What follows belongs to an exercise in optimizing a design on an open flow for small area; a production flow would make more cautious choices.
At most, simulation tests tie the RTL to the original design; equivalence was not proved.
Power and IR drop assume default switching activity.

==> flow/design.v (excerpt) <==
module		iic_if
(
	input			RSTN,
	input			MCK,
	input			iSCL,
	input			iSDA,
	output			SDO,				 
	input	[ 6:0]	SLAVE,				 
	input	[ 3:0]	SDO_MARGIN,			 
	output	reg		SLAVE_EN,
	input	[31:0]	MDO,
	output	[15:0]	MAD,
	output	[31:0]	MDI,
	output	[31:0]	MBE,
	output			MWE,
	output			MRE
);
Size in the first run: about 0.0065 mm2 of cells after synthesis.
export LEC_CHECK = 0
export ABC_AREA = 1
export CAP_MARGIN = 20
export CORE_MARGIN = 2
export CORE_UTILIZATION = 65
export PLACE_DENSITY = 0.75
export SLEW_MARGIN = 20
create_clock -name core_clock -period 5.0 [get_ports {MCK}]
standard.sh (not shown) runs the stock make flow with config.mk's settings and CLKGATE_MAP_FILE= SYNTH_SCRIPT=/design/flow/synth_recipe.tcl, a recipe that flattens the netlist after the stock synthesis.
==> flow/flow/run.sh <==
#!/bin/bash
# Standard ORFS layout, with the smallest buffer on each port and a clock tree
# built from small clock buffers without dummy loads.
set -euo pipefail
export BUFFER_PORTS_ARGS="-buffer_cell sky130_fd_sc_hd__buf_1"
export CTS_ARGS="-sink_clustering_enable -repair_clock_nets -dont_use_dummy_load -buf_list sky130_fd_sc_hd__clkbuf_4 -sink_clustering_size 20"
bash standard.sh > standard.log 2>&1
Rerun with:
--- a/flow/design.v
+++ b/flow/design.v
@@ -72,17 +72,21 @@
 		else if(SCL_RE) begin
 			if(SP)			DCNT <= 3'd0;
 			else if(SDA_CNT_RS & (~&DCNT))	DCNT <= DCNT + 3'd1;
 		end
 	end
 	reg		[ 2:0]	RCNT;
+	reg				RCNT_SCL;
 	always @(posedge MCK) begin
-		if(SCL_RE)			RCNT <= 3'd0;
+		if(SCL_RE | SDA_RE)	RCNT <= 3'd0;
 		else if(~&RCNT)		RCNT <= RCNT + 3'd1;
-	end
-	wire			ACT = SDA_CNT_RS & (RCNT == 3'd5);
+		if(SCL_RE)			RCNT_SCL <= 1'd1;
+		else if(SDA_RE)		RCNT_SCL <= 1'd0;
+	end
+	wire			RCNT5 = RCNT == 3'd5;
+	wire			ACT = SDA_CNT_RS & RCNT_SCL & RCNT5;
 	reg		[ 7:0]	SDA_SFT;
 	always @(posedge MCK or negedge RSTN) begin
 		if(!RSTN)			SDA_SFT <= 8'hFF;
 		else if(SCL_RE & ~SDA_CNTE)	SDA_SFT <= {SDA_SFT[6:0], SDA};
 	end
 	wire			ID_OK_T = SDA_SFT[7:1] == SLAVE;
@@ -127,46 +131,46 @@
 		else if(SCL_RE) begin
 			if(~SDA_EN)		SDA_SFT3 <= 32'hFFFFFFFF;
 			else if(SDA_SFT3_CT)	SDA_SFT3 <= {SDA_SFT, SDA_SFT3[31:8]};
 		end
 	end
 	wire			WEN = (DCNT == 3'd6) & SDA_CNT_RS & ~RW_1D & ID_OK_T2;
-	reg		[ 3:0]	MWE_T1;
-	always @(posedge MCK or negedge RSTN) begin
-		if(!RSTN)			MWE_T1 <= 4'd0;
-		else if(WEN)		MWE_T1 <= {MWE_T1[2:0], 1'd1};
-		else if(EP)			MWE_T1 <= {MWE_T1[2:0], 1'd0};
-	end
-	reg		[ 1:0]	MWE_D;
-	always @(posedge MCK or negedge RSTN) begin
-		if(!RSTN)			MWE_D <= 2'd0;
-		else				MWE_D <= {MWE_D[0], ~MWE_T1[2] & MWE_T1[3]};
+	reg				WARM;
+	wire			MWE_T = WARM & ~WEN & EP & RCNT5;
+	always @(posedge MCK or negedge RSTN) begin
+		if(!RSTN)			WARM <= 1'd0;
+		else if(WEN)		WARM <= 1'd1;
+		else if(MWE_T)		WARM <= 1'd0;
 	end
 	wire			MRE_T = ACT & (DCNT != 3'd0) & RW_1D & ID_OK_T2;
 	assign			MRE   = ACT & (DCNT == 3'd0) & RW & ID_OK_T2;
 	assign			MAD = 	MAD16;
 	assign			MDI = 	{32{~RW}} & SDA_SFT3;
-	assign			MBE = 	{32{MWE_D[1]}};
-	assign			MWE = 	MWE_D[1];
+	assign			MBE = 	{32{MWE_T}};
+	assign			MWE = 	MWE_T;
 	reg		[31:0]	MDO32;
-	always @(posedge MCK or negedge RSTN) begin
-		if(!RSTN)			MDO32 <= 32'd0;
-		else if(MRE)		MDO32 <= MDO;
+	always @(posedge MCK) begin
+		if(MRE)				MDO32 <= MDO;
 		else if(MRE_T)		MDO32 <= {8'd0,MDO32[31:8]};
+	end
+	reg				MDO_OK;
+	always @(posedge MCK or negedge RSTN) begin
+		if(!RSTN)			MDO_OK <= 1'd0;
+		else if(MRE)		MDO_OK <= 1'd1;
 	end
 	wire			REN_T = RW & (~SDA_CNTE);
 	wire			REN = ID_OK & REN_T;
 	reg		[ 3:0]	SBIT;
 	always @(posedge MCK or negedge RSTN) begin
 		if(!RSTN)			SBIT <= 4'd8;
 		else if(SCL_FE) begin
 			if(SDA_CNT_RS)	SBIT <= 4'd0;
 			else if(REN & ~SBIT[3])	SBIT <= SBIT + 4'd1;
 		end
 	end
-	wire			SDO_T = SBIT[3] | MDO32[~SBIT[2:0]];
+	wire			SDO_T = SBIT[3] | (MDO_OK & MDO32[~SBIT[2:0]]);
 	wire			ACK_T1 = (~RW) & SDA_EN & SDA_CNTE;
 	reg				ACK;
 	always @(posedge MCK or negedge RSTN) begin
 		if(!RSTN)			ACK <= 1'd0;
 		else if(SCL_FE)		ACK <= ACK_T1 & ID_OK;
 	end
- The new run passed the timing, DRC and antenna checks
- critical path depth is higher by 4
- routed wire length came out lower by a little under a tenth
- utilization is about the same
- register-to-register slack gets better by 0.04 ns
- count of clock-buffer cells in the layout does not change
- final cell count shrinks by a few percent
- setup slack gets better by 0.38 ns
- non-clock buffer count climbs by 1
- total power shrinks by about a fifth
- fmax rises by roughly a tenth
- clock skew came out lower by 0.0066 ns
- via count decreases by a few percent
For the second run of this note, only the layout was checked, not whether the RTL still works.

afterwards: timing with drivers on the ports:
No port has a modelled driver above. Below, the same layouts with a new extraction and two added sets of constraints.
Step 1 sets driving cells, clkbuf_16 on the clock port and buf_2 on the other inputs (assumed; they add their load-dependent delay and slew).
Step 2 times the ports against the registers' clock, not the clock port: input delays grow and output delays shrink by t, the midpoint of the rising clock arrivals with the driver on.
a / b / c = ideal / step 1 / step 2; a / b = the first two.
run | t (ns) | slack for setup (ns) | worst setup path after step 2 | clock arrival spread, ns
the first run | 0.532 | 0.921 / 0.890 / 1.422 | register to output | 0.035 / 0.035
the second run | 0.528 | 1.301 / 1.269 / 1.797 | register to output | 0.036 / 0.036
After both steps every run listed still meets setup and hold.
